This is an optimization exercise on Yosys and OpenROAD, whose aim is small area, a short achievable clock period and few clock cycles, not a production implementation. The RTL was checked by simulation tests, not by an equivalence proof against the original design. Power and IR drop assume default switching activity.

==> build 37 <==
// calc_unit
module calc_unit(
	input clk,
	input rst,
	input start,
	input [1:0] op,
	input [63:0] a,
	input [31:0] b,
	output busy,
	output done,
	output [63:0] result,
	output err
	);
localparam S_PRE = 2'd1, S_RUN = 2'd2, S_POST = 2'd3;
reg busy_r, done_r;
reg [1:0] st;
reg [1:0] opr;
reg [31:0] R;
reg [63:0] N;
reg [31:0] D;
reg [6:0] cnt;
reg sa, sb;
reg [8:0] fb;
reg n63;
reg errr;
assign busy = busy_r;
assign done = done_r;
assign err = errr;
assign result = (opr == 2'd2) ? {R, N[31:0]} : {N[31:0], R};
wire is_mul = (opr == 2'd2);
wire dz = (D == 32'd0);
wire [33:0] bdiv = {2'b11, D ^ {32{~sb}}};
wire cdiv = ~sb;
wire [33:0] x1 = is_mul ? {2'b00, R} : {1'b0, R, N[63]};
wire [33:0] y1 = is_mul ? {2'b00, D & {32{N[0]}}} : bdiv;
wire [34:0] s1 = {x1, 1'b1} + {y1, is_mul ? 1'b0 : cdiv};
wire [33:0] t1 = s1[34:1];
wire q1 = ~t1[33];
wire [31:0] r1 = q1 ? t1[31:0] : x1[31:0];
wire [33:0] x2 = is_mul ? {2'b00, t1[32:1]} : {1'b0, r1, N[62]};
wire [33:0] y2 = is_mul ? {2'b00, D & {32{N[1]}}} : bdiv;
wire [34:0] s2 = {x2, 1'b1} + {y2, is_mul ? 1'b0 : cdiv};
wire [33:0] t2 = s2[34:1];
wire q2 = ~t2[33];
wire [31:0] r2 = q2 ? t2[31:0] : x2[31:0];
wire [33:0] xs = {2'b00, R[23:0], N[63:56]};
  ...
==> module calc_unit, before the edit <==
module calc_unit(
	input clk,
	input rst,
	input start,
	input [1:0] op,
	input [63:0] a,
	input [31:0] b,
	output busy,
	output done,
	output [63:0] result,
	output err
	);
localparam S_PRE = 2'd1, S_RUN = 2'd2, S_POST = 2'd3;
reg busy_r, done_r;
reg [1:0] st;
reg [1:0] opr;
reg [31:0] R;
reg [63:0] N;
reg [31:0] D;
reg [6:0] cnt;
reg sa, sb;
reg [8:0] fb;
reg n63;
reg errr;
assign busy = busy_r;
assign done = done_r;
assign err = errr;
assign result = (opr == 2'd2) ? {R, N[31:0]} : {N[31:0], R};
wire is_mul = (opr == 2'd2);
wire dz = (D == 32'd0);
wire [33:0] bdiv = {2'b11, D ^ {32{~sb}}};
wire cdiv = ~sb;
wire [33:0] x1 = is_mul ? {2'b00, R} : {1'b0, R, N[63]};
wire [33:0] y1 = is_mul ? {2'b00, D & {32{N[0]}}} : bdiv;
wire [34:0] s1 = {x1, 1'b1} + {y1, is_mul ? 1'b0 : cdiv};
wire [33:0] t1 = s1[34:1];
wire q1 = ~t1[33];
wire [31:0] r1 = q1 ? t1[31:0] : x1[31:0];
wire [33:0] x2 = is_mul ? {2'b00, t1[32:1]} : {1'b0, r1, N[62]};
wire [33:0] y2 = is_mul ? {2'b00, D & {32{N[1]}}} : bdiv;
wire [34:0] s2 = {x2, 1'b1} + {y2, is_mul ? 1'b0 : cdiv};
wire [33:0] t2 = s2[34:1];
wire q2 = ~t2[33];
wire [31:0] r2 = q2 ? t2[31:0] : x2[31:0];
wire [33:0] xs = {2'b00, R[23:0], N[63:56]};
wire [34:0] ss = {xs, 1'b1} + {bdiv, cdiv};
wire skip8 = ~is_mul & (R[31:24] == 8'd0) & ss[34] & (cnt >= 7'd8);
wire skip32 = ~opr[1] & cnt[6] & (N[63:32] == 32'd0) & ~dz;
wire last_dz = dz & (cnt == 7'd2);    
wire [6:0] cnt_nx = skip32 ? cnt - 7'd32 : (skip8 ? cnt - 7'd8 : cnt - 7'd2);
wire run_end = (cnt_nx == 7'd0);
wire need_post = (opr == 2'd3) | ((opr == 2'd0) & (sa | sb));
wire [63:0] nN = -N;
wire [31:0] nR = -R;
wire a31 = N[57];
wire [7:0] ae = N[56:49];
wire [22:0] am = N[48:26];
wire b31 = fb[8];
wire [7:0] be = fb[7:0];
wire [22:0] bm = D[22:0];
wire ge = N[25];
wire [22:0] mant = ge ? N[24:2] : N[23:1];
wire [7:0] fe = ae - be + 8'd127 - {7'd0, ~ge};
wire a_inf = (ae == 8'hff) & (am == 23'd0);
wire a_nan = (ae == 8'hff) & (am != 23'd0);
wire b_inf = (be == 8'hff) & (bm == 23'd0);
wire b_nan = (be == 8'hff) & (bm != 23'd0);
wire b_zero = ~b31 & (be == 8'd0) & (bm == 23'd0);
wire ferr = b_zero | ((ae[7] == be[7]) & (ae[7] != fe[7])) | a_nan | b_nan | (a_inf & b_inf);
wire [31:0] f = a_inf ? {a31, 8'hff, 23'd0} : (b_inf ? 32'd0 : {a31 ^ b31, fe, mant});
always @(posedge clk) begin
	if (rst) begin
		busy_r <= 1'b0;
		done_r <= 1'b0;
		st <= S_RUN;
	end
	else begin
		done_r <= 1'b0;
		if (!busy_r) begin
			if (start) begin
				busy_r <= 1'b1;
				st <= ((op == 2'd0) & a[63]) ? S_PRE : S_RUN;
			end
		end
		else begin
			case (st)
				S_PRE: st <= S_RUN;
				S_RUN: if (run_end) begin
					if (need_post) st <= S_POST;
					else begin
						busy_r <= 1'b0;
						done_r <= 1'b1;
					end
				end
				default: begin
					busy_r <= 1'b0;
					done_r <= 1'b1;
				end
			endcase
		end
	end
end
always @(posedge clk) begin
	if (!busy_r) begin
		opr <= op;
		D <= (op == 2'd3) ? {8'd0, 1'b1, b[22:0]} : b;
		fb <= b[31:23];
		R <= (op == 2'd3) ? {9'd0, 1'b1, a[22:1]} : 32'd0;
		N <= (op == 2'd3) ? {a[0], 31'd0, a[31:0]} : a;
		cnt <= (op == 2'd3) ? 7'd26 : ((op == 2'd2) ? 7'd32 : 7'd64);
		sa <= (op == 2'd0) & a[63];
		sb <= (op == 2'd0) & b[31];
	end
	else begin
		errr <= (opr == 2'd3) ? ferr : (~opr[1] & dz);
		case (st)
			S_PRE: N <= nN;
			S_RUN: begin
				cnt <= cnt_nx;
				if (cnt[6]) n63 <= N[63];
				if (is_mul) begin
					R <= t2[32:1];
					N[31:0] <= {t2[0], t1[0], N[31:2]};
				end
				else if (skip32)
					N <= {N[31:0], 32'd0};
				else if (skip8) begin
					R <= {R[23:0], N[63:56]};
					N <= {N[55:0], 8'd0};
				end
				else begin
					R <= r2;
					N <= {N[61:0], q1, (last_dz & n63) ? 1'b0 : q2};
				end
			end
			default: begin
				if (opr == 2'd3) begin
					R <= f;
					N[31:0] <= 32'd0;
				end
				else begin
					if (sa) R <= nR;
					if (sa ^ sb) N[31:0] <= nN[31:0];
				end
			end
		endcase
	end
end
endmodule
export LEC_CHECK = 0
export CAP_MARGIN = 20
export CORE_MARGIN = 2
export CORE_UTILIZATION = 40
export PLACE_DENSITY = 0.6
export SLEW_MARGIN = 20
create_clock -name core_clock -period 15.0 [get_ports {clk}]
run.sh (not shown) runs the stock make flow with config.mk's settings and CLKGATE_MAP_FILE= SYNTH_SCRIPT=/design/flow/synth_recipe.tcl, a recipe that flattens the netlist after the stock synthesis.
==> trial 27: changes against build 37 <==
==> flow/design.v (replaced) <==
`timescale 1ns / 1ps
module calc_unit(
	input clk,
	input rst,
	input start,
	input [1:0] op,
	input [63:0] a,
	input [31:0] b,
	output busy,
	output done,
	output [63:0] result,
	output err
	);
localparam S_PRE = 2'd1, S_RUN = 2'd2, S_POST = 2'd3;
localparam SKIP = 14;
reg busy_r, done_r;
reg [1:0] st;
reg [1:0] opr;
reg [31:0] R;
reg [63:0] N;
reg [31:0] D;      
reg bc;            
reg [6:0] cnt;     
reg sa, sb;        
reg [8:0] fb;      
reg n63;
reg errr;
reg is_mul;         
reg bx;
wire ld_sub = (op != 2'd2) & ~((op == 2'd0) & b[31]);    
wire is_flt = (opr == 2'd3);
assign busy = busy_r;
assign done = done_r;
assign err = errr;
assign result = {N[31:0], R};
wire dz = bc & (D == 32'hffffffff);    
wire [34:0] x = {1'b0, R, N[63:62]};
wire [34:0] B1 = {{3{bx}}, D};
wire [34:0] B2 = {{2{bx}}, D, bc};
wire [34:0] u1 = x + B1 + {34'd0, bc};
wire [34:0] u2 = x + B2 + {34'd0, bc};
wire [34:0] cs_s = x ^ B1 ^ B2;
wire [34:0] cs_c = (x & B1) | (x & B2) | (B1 & B2);
wire [34:0] u3 = cs_s + {cs_c[33:0], bc} + {34'd0, bc};
wire g1 = ~u1[34], g2 = ~u2[34], g3 = ~u3[34];
wire qh = g2;
wire ql = g2 ? g3 : g1;
wire s3 = is_mul ? (N[1] & N[0]) : g3;
wire s2 = is_mul ? (N[1] & ~N[0]) : (g2 & ~g3);
wire s1 = is_mul ? (~N[1] & N[0]) : (g1 & ~g2);
wire s0 = is_mul ? ~(N[1] | N[0]) : ~g1;
wire [34:0] usel = ({35{s3}} & u3) | ({35{s2}} & u2) | ({35{s1}} & u1) | ({35{s0}} & x);
wire [31:0] rdiv = usel[31:0];
wire [35:0] umul = {1'b0, usel};
wire [32:0] xs = {1'b0, R[31-SKIP:0], N[63:64-SKIP]};
wire [32:0] us = xs + B1[32:0] + {32'd0, bc};
wire skipj = ~opr[1] & (R[31:32-SKIP] == {SKIP{1'b0}}) & us[32] & (cnt >= SKIP);
wire skip32 = ~opr[1] & cnt[6] & (N[63:32] == 32'd0) & ~dz;
wire last = (cnt == 7'd2);
wire last_dz = dz & last & n63;    
wire [6:0] cnt_nx = skip32 ? cnt - 7'd32 : (skipj ? cnt - SKIP : cnt - 7'd2);
wire run_end = (cnt_nx == 7'd0);
wire need_post = sa | sb;
wire [63:0] negN = -N;
wire [31:0] negR = -R;
wire a31 = N[55];
wire [7:0] ae = N[54:47];
wire [22:0] am = N[46:24];
wire b31 = fb[8];
wire [7:0] be = fb[7:0];
wire bm_zero = (D[22:0] == 23'h7fffff);
wire ge = N[23];
wire [22:0] mant = ge ? N[22:0] : {N[21:0], qh};
wire [7:0] fe = ae - be + 8'd127 - {7'd0, ~ge};
wire a_inf = (ae == 8'hff) & (am == 23'd0);
wire a_nan = (ae == 8'hff) & (am != 23'd0);
wire b_inf = (be == 8'hff) & bm_zero;
wire b_nan = (be == 8'hff) & ~bm_zero;
wire b_zero = ~b31 & (be == 8'd0) & bm_zero;
wire ferr = b_zero | ((ae[7] == be[7]) & (ae[7] != fe[7])) | a_nan | b_nan | (a_inf & b_inf);
wire [31:0] f = a_inf ? {a31, 8'hff, 23'd0} : (b_inf ? 32'd0 : {a31 ^ b31, fe, mant});
always @(posedge clk) begin
	if (rst) begin
		busy_r <= 1'b0;
		done_r <= 1'b0;
		st <= S_RUN;
	end
	else begin
		done_r <= 1'b0;
		if (!busy_r) begin
			if (start) begin
				busy_r <= 1'b1;
				st <= ((op == 2'd3) | (op == 2'd0) & a[63]) ? S_PRE : S_RUN;
			end
		end
		else begin
			case (st)
				S_PRE: st <= S_RUN;
				S_RUN: if (run_end) begin
					if (need_post) st <= S_POST;
					else begin
						busy_r <= 1'b0;
						done_r <= 1'b1;
					end
				end
				default: begin
					busy_r <= 1'b0;
					done_r <= 1'b1;
				end
			endcase
		end
	end
end
always @(posedge clk) begin
	if (!busy_r) begin
		opr <= op;
		D <= ((op == 2'd3) ? {8'd0, 1'b1, b[22:0]} : b) ^ {32{ld_sub}};
		bc <= ld_sub;
		is_mul <= (op == 2'd2);
		bx <= (op != 2'd2);
		fb <= b[31:23];
		R <= 32'd0;
		N <= {a[63:62] & {2{op != 2'd2}}, a[61:0]};
		cnt <= op[1] ? (op[0] ? 7'd26 : 7'd32) : 7'd64;
		sa <= (op == 2'd0) & a[63];
		sb <= (op == 2'd0) & b[31];
	end
	else begin
		errr <= is_flt ? ferr : (~opr[1] & dz);
		case (st)
			S_PRE: begin
				if (is_flt) begin
					R <= {9'd0, 1'b1, N[22:1]};
					N <= {N[0], 31'd0, N[31:0]};
				end
				else
					N <= negN;
			end
			S_RUN: begin
				cnt <= cnt_nx;
				if (cnt[6]) n63 <= N[63];
				if (is_mul) begin
					if (last) begin
						R <= {umul[1:0], N[31:2]};
						N[31:0] <= umul[33:2];
					end
					else begin
						R <= umul[35:4];
						N[63:62] <= umul[3:2];
						N[31:0] <= {umul[1:0], N[31:2]};
					end
				end
				else if (is_flt & last) begin
					R <= f;
					N[31:0] <= 32'd0;
				end
				else if (skip32)
					N <= {N[31:0], 32'd0};
				else if (skipj) begin
					R <= {R[31-SKIP:0], N[63:64-SKIP]};
					N <= {N[63-SKIP:0], {SKIP{1'b0}}};
				end
				else begin
					R <= rdiv;
					N <= {N[61:0], qh, ql & ~last_dz};
				end
			end
			default: begin
				if (sa) R <= negR;
				if (sa ^ sb) N[31:0] <= negN[31:0];
			end
		endcase
	end
end
endmodule
==> flow/flow/run.sh (new file) <==
#!/bin/bash
# The standard layout (the standard.sh: standard synthesis, then ORFS floorplan
# to finish), at the design's own clock period and constraints, with these changes
# in how it is made:
#  - the timing repair steps are asked to leave setup slack beyond what the 15 ns
#    clock needs, so that they size and buffer the critical paths: 10.5 ns up to
#    and including clock tree synthesis, 10.2 ns after global routing (where the
#    repair otherwise spends much area for little gain);
#  - every port still gets its buffer, but a buf_1 rather than the delay cell
#    buffer_ports picks by default (the repair steps may resize it).
# Each step's output goes to its own log file here; ORFS's own logs are under orfs/logs.
set -euo pipefail
PORTS="BUFFER_PORTS_ARGS=-buffer_cell sky130_fd_sc_hd__buf_1"
bash standard.sh synth > synth.log 2>&1
bash standard.sh SETUP_SLACK_MARGIN=10.5 "$PORTS" cts > layout_to_cts.log 2>&1
bash standard.sh SETUP_SLACK_MARGIN=10.2 "$PORTS" finish > layout_to_finish.log 2>&1
==> flow/standard.sh (new file) <==
#!/bin/bash
# synth_recipe.tcl (not shown) runs the flow's synth.tcl, then flattens the netlist and writes it again
# the make line also repeats each setting of config.mk as NAME=value (left out here)
make -C /OpenROAD-flow-scripts/flow DESIGN_CONFIG=/design/flow/config.mk WORK_HOME=/design/flow/orfs CLKGATE_MAP_FILE= SYNTH_SCRIPT=/design/flow/synth_recipe.tcl "${@:-finish}"
Settings changed: CORE_UTILIZATION 40 to 60, PLACE_DENSITY 0.6 to 0.75.
removed: flow/run.sh
==> notes.md <==
Against build 37, the final cell count of trial 27 is larger by about 2%. In count of clock-buffer cells in the layout, trial 27 and build 37 do not differ. Of trial 27 and build 37, trial 27 has the higher via count (gap 17%, measured against build 37). Of build 37 and trial 27, build 37 has the higher critical path depth (gap 10). Of trial 27 and build 37, trial 27 has the higher combinational power (gap about 2%, measured against build 37). Against build 37, the synthesized cell count of trial 27 is higher by about 4.7%. First-iteration DRC count: build 37 is smaller than trial 27 (about 30%). Of trial 27 and build 37, trial 27 has the higher global-route usage (gap 16 points). Flip-flop and latch count: trial 27 is higher than build 37 (3).
Testbench counts of build 37, summed over its fixed seeds: cycles 51,910.
Testbench counts of trial 27, summed over its fixed seeds: cycles 50,842.

re-timing with driven ports:
Ports are ideal in the flow. The routed layouts listed here were re-timed in OpenROAD. Step 1, drivers: a clkbuf_16 drives clk and a buf_2 each remaining input, both assumed. Step 2, shift: input delay + t, output delay - t, t = (earliest + latest rising clock arrival at the registers) / 2. This alone moves slack from input paths to output paths. a / b / c = ideal / step 1 / step 2; a / b = the first two.
run	t (ns)	setup WS [ns]	hold slack, ns
build 37	0.558	5.791 / 5.791 / 5.791	0.530 / 0.530 / 0.530
trial 27	0.523	10.161 / 10.161 / 9.905	0.569 / 0.569 / 0.569
After both steps setup and hold are still met in every run listed. For trial 27, which loses most, drivers alone change the setup slack by 0.000 ns; drivers and shift together by -0.256 ns.
